What follows belongs to an exercise in optimizing a design on an open flow for small area, a short achievable clock period and few clock cycles; a production flow would make more cautious choices.
The RTL was checked by simulation tests, not by an equivalence proof against the original design.

==> inputs of trial 82 <==
## FPU
module FPU(clk, rstn, ctl, x1, x2, y, ready, en);
    input wire clk, rstn;
    input wire [4:0] ctl;
    input wire [31:0] x1, x2;
    input wire en;
    output reg ready;
    output reg [31:0] y;
    wire [31:0] res;
    fpu_comb core(.ctl(ctl), .x1(x1), .x2(x2), .y(res));
    always @(posedge clk) begin
        if (~rstn) ready <= 1'b0;
        else ready <= en;
        y <= res;
    end
endmodule
Settings: LEC_CHECK=0, ABC_AREA=1, CAP_MARGIN=20, CORE_MARGIN=2, CORE_UTILIZATION=35, GPL_TIMING_DRIVEN=1, SETUP_SLACK_MARGIN=0.1, SLEW_MARGIN=20; clock period 12.0 ns.
run.sh (not shown) runs the stock make flow with config.mk's settings and CLKGATE_MAP_FILE= SYNTH_SCRIPT=/design/flow/synth_recipe.tcl, a recipe that flattens the netlist after the stock synthesis.
==> inputs of trial 3, as changes to trial 82 <==
--- a/flow/design.v
+++ b/flow/design.v
@@ -31,39 +31,30 @@
 wire [24:0] V = {1'b0, sf[25:2]};
 wire [24:0] Vp = op ? ~V : V;
 wire [25:0] S0 = {1'b0, U} + {1'b0, Vp};
 wire [25:0] S1 = {1'b0, U} + {1'b0, Vp} + 26'd1;
 wire c0 = (sf[1:0] == 2'b00);
 wire [24:0] Qs = c0 ? S1[24:0] : S0[24:0];
 wire hi26 = ~op & S0[24];             
 wire hi25 = op ? Qs[23] : ~S0[24];    
-wire [24:0] r26 = S1[25:1];
+wire [23:0] r26 = S1[24:1];
 wire [24:0] r25 = (op ? (sf[1:0] != 2'b11) : sf[1]) ? S1[24:0] : S0[24:0];
 wire [24:0] r24 = {(sf[1] ? S0[23:0] : S1[23:0]), sf[1]};
 wire [9:0] eLm1 = {2'b0, eL} - 10'd1;
 wire [9:0] eLp1 = {2'b0, eL} + 10'd1;
-wire [9:0] eLp2 = {2'b0, eL} + 10'd2;
 wire [7:0] xm1 = eLm1[7:0];
 wire [7:0] x0 = eL;
 wire [7:0] xp1 = eLp1[8] ? 8'hff : eLp1[7:0];
-wire [7:0] xp2 = eLp2[8] ? 8'hff : eLp2[7:0];
 wire zm1 = (xm1 == 8'h00) | (xm1 == 8'hff);
 wire z0 = (x0 == 8'h00) | (x0 == 8'hff);
 wire zp1 = (xp1 == 8'h00) | (xp1 == 8'hff);
-wire zp2 = (xp2 == 8'h00) | (xp2 == 8'hff);
-wire [7:0] ye_26 = r26[24] ? xp2 : xp1;
-wire z_26 = r26[24] ? zp2 : zp1;
-wire [7:0] ye_25 = r25[24] ? xp1 : x0;
-wire z_25 = r25[24] ? zp1 : z0;
-wire [7:0] ye_24 = r24[24] ? x0 : xm1;
-wire z_24 = r24[24] ? z0 : zm1;
-wire [30:0] f26 = {ye_26, z_26 ? 23'b0 : r26[22:0]};
-wire [30:0] f25 = {ye_25, z_25 ? 23'b0 : r25[22:0]};
-wire [30:0] f24 = {ye_24, z_24 ? 23'b0 : r24[22:0]};
+wire [30:0] f26 = {xp1, zp1 ? 23'b0 : r26[22:0]};
+wire [30:0] f25 = {r25[24] ? xp1 : x0, z0 ? 23'b0 : r25[22:0]};
+wire [30:0] f24 = {r24[24] ? x0 : xm1, zm1 ? 23'b0 : r24[22:0]};
 assign far_r = hi26 ? f26 : hi25 ? f25 : f24;
 wire [23:0] A = {1'b1, m1};
 wire [23:0] B = {1'b1, m2};
 wire [23:0] P = x1ge ? A : B;
 wire [23:0] Q = x1ge ? B : A;
 wire [24:0] D = (ee ? {1'b0, P} : {P, 1'b0}) - {1'b0, Q};
 assign N = ee ? {D[23:0], 1'b0} : D;
 assign near = op & (ee | (sh1 & ~D[24]));
@@ -994,30 +985,31 @@
     wire [31:0] Zs = Z << amt;
     wire [22:0] nmant = Zs[30:8];
     wire [8:0] en = {1'b0, eL} - {4'b0, lzz};
     wire ye_z = en[8] | (en[7:0] == 8'h00);
     wire [30:0] near_r = ye_z ? 31'b0 : {en[7:0], nmant};
     wire [31:0] m2x = is_sqr ? x1 : x2;
     wire [25:0] mmul;
     fmul_core mult(.m1(x1[22:0]), .m2(m2x[22:0]), .mm(mmul));
-    wire [22:0] ym0 = mmul[25] ? mmul[24:2] : mmul[23:1];
     wire [7:0] e2 = m2x[30:23];
     wire [9:0] ye0 = e + e2 + 10'd129;
     wire [8:0] ye0p1 = ye0[7:0] + 9'd1;
     wire [7:0] ye_c0 = ye0[9] ? 8'hff : (ye0[8] == 1'b0) ? 8'h00 : ye0[7:0];
     wire [7:0] ye_c1 = ye0[9] ? 8'hff : (ye0[8] == 1'b0) ? 8'h00 : ye0p1[8] ? 8'hff : ye0p1[7:0];
     wire ext_c0 = (ye_c0 == 8'hff) | (ye_c0 == 8'h00);
     wire ext_c1 = (ye_c1 == 8'hff) | (ye_c1 == 8'h00);
-    wire [7:0] ye_m = mmul[25] ? ye_c1 : ye_c0;
-    wire [22:0] ym = (mmul[25] ? ext_c1 : ext_c0) ? 23'b0 : ym0;
+    wire [30:0] mn_c1 = {ye_c1, ext_c1 ? 23'b0 : mmul[24:2]};
+    wire [30:0] mn_c0 = {ye_c0, ext_c0 ? 23'b0 : mmul[23:1]};
+    wire [30:0] mul_n = mmul[25] ? mn_c1 : mn_c0;
     wire ys_m = s1 ^ m2x[31];
     wire mzero = ~(|e) | ~(|e2);
     wire minf = (&e) | (&e2);
-    wire [31:0] mul_y = mzero ? {ys_m, 31'b0} : minf ? {ys_m, 8'hff, 23'b0} : {ys_m, ye_m, ym};
+    wire mul_special = mzero | minf;
+    wire [31:0] mul_spec_y = {ys_m, (minf & ~mzero) ? 8'hff : 8'h00, 23'b0};
     reg [31:0] W;
     always @(*)
         for (i = 0; i < 32; i = i + 1) W[i] = Zs[31 - i];
     wire [31:0] ti_a = (e < 8'd126) ? 32'd0 : (e == 8'd126) ? 32'd1 : (e > 8'd157) ? 32'h80000000 : {1'b0, W[31:1]};
     wire ti_inc = (e >= 8'd127) & (e <= 8'd157) & W[0];
     wire [31:0] ftoi_a = ti_a ^ {32{s1}};
     wire ftoi_b = ti_inc ^ s1;
     wire [7:0] ie = 8'd157 - {3'b0, lzz};
@@ -1054,18 +1046,20 @@
     wire [31:0] res = ({32{sel_inc}} & inc_y)
                     | ({32{sel_mm}} & mm_y)
                     | ({32{sel_ab}} & {ctl[2] & ~s1, a1})
                     | {31'b0, bit_y};
     wire sel_spec = is_add & add_special;
     wire sel_add = is_add & ~add_special;
     wire sel_near = sel_add & near;
     wire sel_far = sel_add & ~near;
-    wire sel_mul = is_mul;
+    wire sel_muls = is_mul & mul_special;
+    wire sel_mul = is_mul & ~mul_special;
     wire sel_res = ~is_add & ~is_mul;
     assign y = ({32{sel_spec}} & add_spec_y)
              | ({32{sel_add}} & {sL, 31'b0})
              | ({32{sel_near}} & {1'b0, near_r})
              | ({32{sel_far}} & {1'b0, far_r})
-             | ({32{sel_mul}} & mul_y)
+             | ({32{sel_muls}} & mul_spec_y)
+             | ({32{sel_mul}} & {ys_m, mul_n})
              | ({32{sel_res}} & res);
 endmodule
 `default_nettype wire
- CORE_UTILIZATION: 35 -> 40
- PLACE_DENSITY: default -> 0.65
- SETUP_SLACK_MARGIN: 0.1 -> 0.15
==> results.txt <==
Trial 82 passed the timing, design-rule and antenna checks. Trial 3 completed without violations.
In trial 3 the cell count is smaller than in trial 82, by about 4%.
Between trial 3 and trial 82, the lower global-route usage is in trial 82 (gap 4.4 points).
In trial 82 the area after synthesis is higher than in trial 3, by about 0.5%.
First-iteration DRC count: trial 82 is higher than trial 3 (about 3%).
Of trial 82 and trial 3, trial 82 has the higher die area (gap about 15%, measured against trial 3).
Testbench counts of trial 82, summed over its fixed seeds: cycles 80,000.
Testbench counts of trial 3, summed over its fixed seeds: cycles 80,000.

========
==> inputs of v31 <==
FPU, a different RTL version from the one above (not shown whole).
// FPU
module FPU(clk, rstn, ctl, x1, x2, y, ready, en);
    input wire clk, rstn;
    input wire [4:0] ctl;
    input wire [31:0] x1, x2;
    input wire en;
    output reg ready;
    output reg [31:0] y;
    wire [31:0] res;
    fpu_comb core(.ctl(ctl), .x1(x1), .x2(x2), .y(res));
    always @(posedge clk) begin
        if (~rstn) ready <= 1'b0;
        else ready <= en;
        y <= res;
    end
endmodule
export LEC_CHECK = 0
export ABC_AREA = 1
export CAP_MARGIN = 20
export CORE_MARGIN = 2
export CORE_UTILIZATION = 35
export GPL_TIMING_DRIVEN = 1
export SETUP_SLACK_MARGIN = 0.3
export SLEW_MARGIN = 20
create_clock -name core_clock -period 12.0 [get_ports {clk}]
==> v21 (differences from v31) <==
--- a/flow/design.v
+++ b/flow/design.v
@@ -23,39 +23,52 @@
 assign eL = e2gt ? e2 : e1;
 wire sh1 = (shift == 8'd1);
 wire x1big = ~e2gt & ~ee;
 wire [22:0] mLf = x1big ? m1 : m2;
 wire [22:0] mSf = x1big ? m2 : m1;
 wire [25:0] lf = {1'b1, mLf, 2'b00};
 wire [25:0] sf = {1'b1, mSf, 2'b00} >> shift;
-wire [26:0] sum = op ? {1'b0, lf} - {1'b0, sf} : {1'b0, lf} + {1'b0, sf};
-wire [24:0] r26 = {1'b0, sum[26:3]} + {24'b0, sum[2]};
-wire [24:0] r25 = {1'b0, sum[25:2]} + {24'b0, sum[1]};
-wire [24:0] r24 = {1'b0, sum[24:1]} + {24'b0, sum[0]};
+wire [24:0] U = {1'b0, lf[25:2]};
+wire [24:0] V = {1'b0, sf[25:2]};
+wire [24:0] Vp = op ? ~V : V;
+wire [24:0] ap = U ^ Vp;
+wire [24:0] ag = U & Vp;
+reg [24:0] pg, pp;
+integer k, l;
+always @(*) begin
+    pg = ag;
+    pp = ap;
+    for (l = 1; l < 32; l = l * 2)
+        for (k = 0; k < 25; k = k + 1)
+            if ((k / l) % 2 == 1) begin
+                pg[k] = pg[k] | (pp[k] & pg[(k / l) * l - 1]);
+                pp[k] = pp[k] & pp[(k / l) * l - 1];
+            end
+end
+wire [25:0] S0 = {pg[24], ap ^ {pg[23:0], 1'b0}};
+wire [25:0] S1 = {pg[24] | pp[24], ap ^ {pg[23:0] | pp[23:0], 1'b1}};
+wire c0 = (sf[1:0] == 2'b00);
+wire [24:0] Qs = c0 ? S1[24:0] : S0[24:0];
+wire hi26 = ~op & S0[24];             
+wire hi25 = op ? Qs[23] : ~S0[24];    
+wire [23:0] r26 = S1[24:1];
+wire [24:0] r25 = (op ? (sf[1:0] != 2'b11) : sf[1]) ? S1[24:0] : S0[24:0];
+wire [24:0] r24 = {(sf[1] ? S0[23:0] : S1[23:0]), sf[1]};
 wire [9:0] eLm1 = {2'b0, eL} - 10'd1;
 wire [9:0] eLp1 = {2'b0, eL} + 10'd1;
-wire [9:0] eLp2 = {2'b0, eL} + 10'd2;
 wire [7:0] xm1 = eLm1[7:0];
 wire [7:0] x0 = eL;
 wire [7:0] xp1 = eLp1[8] ? 8'hff : eLp1[7:0];
-wire [7:0] xp2 = eLp2[8] ? 8'hff : eLp2[7:0];
 wire zm1 = (xm1 == 8'h00) | (xm1 == 8'hff);
 wire z0 = (x0 == 8'h00) | (x0 == 8'hff);
 wire zp1 = (xp1 == 8'h00) | (xp1 == 8'hff);
-wire zp2 = (xp2 == 8'h00) | (xp2 == 8'hff);
-wire [7:0] ye_26 = r26[24] ? xp2 : xp1;
-wire z_26 = r26[24] ? zp2 : zp1;
-wire [7:0] ye_25 = r25[24] ? xp1 : x0;
-wire z_25 = r25[24] ? zp1 : z0;
-wire [7:0] ye_24 = r24[24] ? x0 : xm1;
-wire z_24 = r24[24] ? z0 : zm1;
-wire [30:0] f26 = {ye_26, z_26 ? 23'b0 : r26[22:0]};
-wire [30:0] f25 = {ye_25, z_25 ? 23'b0 : r25[22:0]};
-wire [30:0] f24 = {ye_24, z_24 ? 23'b0 : r24[22:0]};
-assign far_r = sum[26] ? f26 : sum[25] ? f25 : f24;
+wire [30:0] f26 = {xp1, zp1 ? 23'b0 : r26[22:0]};
+wire [30:0] f25 = {r25[24] ? xp1 : x0, z0 ? 23'b0 : r25[22:0]};
+wire [30:0] f24 = {r24[24] ? x0 : xm1, zm1 ? 23'b0 : r24[22:0]};
+assign far_r = hi26 ? f26 : hi25 ? f25 : f24;
 wire [23:0] A = {1'b1, m1};
 wire [23:0] B = {1'b1, m2};
 wire [23:0] P = x1ge ? A : B;
 wire [23:0] Q = x1ge ? B : A;
 wire [24:0] D = (ee ? {1'b0, P} : {P, 1'b0}) - {1'b0, Q};
 assign N = ee ? {D[23:0], 1'b0} : D;
 assign near = op & (ee | (sh1 & ~D[24]));
@@ -932,15 +945,15 @@
 module fpu_comb(
     input wire [4:0] ctl,
     input wire [31:0] x1,
     input wire [31:0] x2,
     output wire [31:0] y);
     wire is_add  = (ctl[4:1] == 4'd0);           
     wire is_mul  = (ctl == 5'd2) | (ctl == 5'd20);
-    wire is_sqr  = ctl[4] & ctl[2];              
+    wire is_sqr  = ctl[4];
     wire is_half = (ctl == 5'd5);
     wire is_ftoi = (ctl == 5'd6);
     wire is_itof = (ctl == 5'd7);
     wire is_floor = (ctl == 5'd8);
     wire s1 = x1[31];
     wire s2 = x2[31];
     wire [30:0] a1 = x1[30:0];
@@ -1023,31 +1036,34 @@
     wire [7:0] xem1 = (e == 8'h00) ? 8'h00 : (e == 8'hff) ? 8'hff : e - 8'd1;
     wire e_is1 = (e == 8'h01);
     wire [31:0] half_a = e_is1 ? ((&m) ? {s1, 8'h01, 23'b0} : {s1, 8'b0, x1[23:1]}) : {s1, xem1, m};
     wire half_b = e_is1 & ~(&m) & x1[0] & x1[1];
     wire [31:0] inc_a = is_ftoi ? ftoi_a : is_itof ? itof_a : is_floor ? floor_a : half_a;
     wire inc_b = is_ftoi ? ftoi_b : is_itof ? itof_b : is_floor ? 1'b0 | fl_up : half_b;
     wire [31:0] inc_y = inc_a + {31'b0, inc_b};
-    reg [31:0] res;    
+    reg bit_y;
     always @(*) begin
         case (ctl)
-            5'd5, 5'd6, 5'd7, 5'd8: res = inc_y;
-            5'd9: res = {31'b0, eq_y};
-            5'd10: res = {31'b0, le_y};
-            5'd11: res = {1'b0, a1};
-            5'd12: res = {~s1, a1};
-            5'd13: res = {31'b0, less_y};
-            5'd14: res = le_y ? x1 : x2;
-            5'd15: res = le_y ? x2 : x1;
-            5'd16: res = {31'b0, ~nz1};
-            5'd17: res = {31'b0, ~s1 & nz1};
-            5'd18: res = {31'b0, s1 & nz1};
-            default: res = 32'bx;
+            5'd9: bit_y = eq_y;
+            5'd10: bit_y = le_y;
+            5'd13: bit_y = less_y;
+            5'd16: bit_y = ~nz1;
+            5'd17: bit_y = ~s1 & nz1;
+            5'd18: bit_y = s1 & nz1;
+            default: bit_y = 1'b0;
         endcase
     end
+    wire sel_inc = (ctl == 5'd5) | (ctl == 5'd6) | (ctl == 5'd7) | (ctl == 5'd8);
+    wire sel_mm = (ctl == 5'd14) | (ctl == 5'd15);
+    wire sel_ab = (ctl == 5'd11) | (ctl == 5'd12);
+    wire [31:0] mm_y = (le_y ^ ctl[0]) ? x1 : x2;
+    wire [31:0] res = ({32{sel_inc}} & inc_y)
+                    | ({32{sel_mm}} & mm_y)
+                    | ({32{sel_ab}} & {ctl[2] & ~s1, a1})
+                    | {31'b0, bit_y};
     wire sel_spec = is_add & add_special;
     wire sel_add = is_add & ~add_special;
     wire sel_near = sel_add & near;
     wire sel_far = sel_add & ~near;
     wire sel_mul = is_mul;
     wire sel_res = ~is_add & ~is_mul;
     assign y = ({32{sel_spec}} & add_spec_y)
- CORE_UTILIZATION: 35 -> 45
- PLACE_DENSITY: unset -> 0.65
- SETUP_SLACK_MARGIN: 0.3 -> 0.2
==> comparison table <==
                                                                           v21          v31
Status                                                timing/DRC/antenna clean  timing/DRC/antenna clean
Tap Cells                                                                  950        1,368
Worst Setup Slack, final                                             0.5071 ns    0.7501 ns
Routed met3 length                                                    20.90 mm     22.19 mm
Complex-gate fraction of the synthesized area                           21.51%       20.46%
Max-slew headroom at the worst pin                                      16.76%       34.54%
Sequential element share of the synthesized area                        2.018%       1.835%
Clock slew seen by the registers of the worst setup and hold paths     0.08 ns      0.06 ns
Final-layout worst hold slack                                         2.602 ns     2.640 ns
Half-perimeter wire length after placement                            140.6 mm     163.1 mm
Mean cell area of the mapped netlist                                 5.903 µm²    5.701 µm²
Grt met2 use                                                            66.35%       54.75%
Delay of the slowest cell on the worst path                            0.74 ns      0.53 ns
Layout cell share with drive strength beyond 1                          13.62%       13.76%
Flip-flop and latch share of the layout cell area                       1.733%       1.533%
Simple-Gate Fraction of Synth Area                                      33.18%       35.96%
Core outline area                                                   71,730 µm²  101,900 µm²
Multi-input combinational cell area                                 27,990 µm²   31,000 µm²
Syn-to-layout area delta                                                16.46%       19.66%
Count of plain and timing-repair buffers in the layout                     620          754
Mean routed wirelength per cell                                       25.65 µm     24.97 µm
Inverters excl. clock                                                      790          879
Testbench counts of v31, summed over its fixed seeds: cycles 80,000.
Testbench counts of v21, summed over its fixed seeds: cycles 80,000.

## re-timing with driven ports
The flow's constraints put no driver on any port. The routed layouts listed below were extracted and timed again, unchanged, in two steps.
Step 1 (the two cells are an assumption about what drives the block):
set clk [get_ports {clk}]
set_driving_cell -lib_cell sky130_fd_sc_hd__clkbuf_16 $clk
set_driving_cell -lib_cell sky130_fd_sc_hd__buf_2 [delete_from_list [all_inputs] $clk]
Step 2 moves the port delays by t, midway between the first and last clock arrival at a register: inputs arrive t later, outputs are due t later. That takes back most of the time a late clock gives input paths.
Three values: no drivers, after step 1, after step 2; two values: the first two.
run | t, ns | slack for setup (ns) | clock arrival spread, ns | worst register clock-pin slew, ns
trial 82 | 0.325 | 0.348 / 0.359 / 0.034 | 0.004 / 0.004 | 0.06 / 0.06
trial 3 | 0.360 | 0.519 / 0.542 / 0.182 | 0.015 / 0.016 | 0.07 / 0.07
v31 | 0.340 | 0.750 / 0.774 / 0.434 | 0.013 / 0.014 | 0.07 / 0.07
v21 | 0.373 | 0.507 / 0.543 / 0.170 | 0.022 / 0.022 | 0.08 / 0.08
After both steps setup and hold are still met in every run listed.
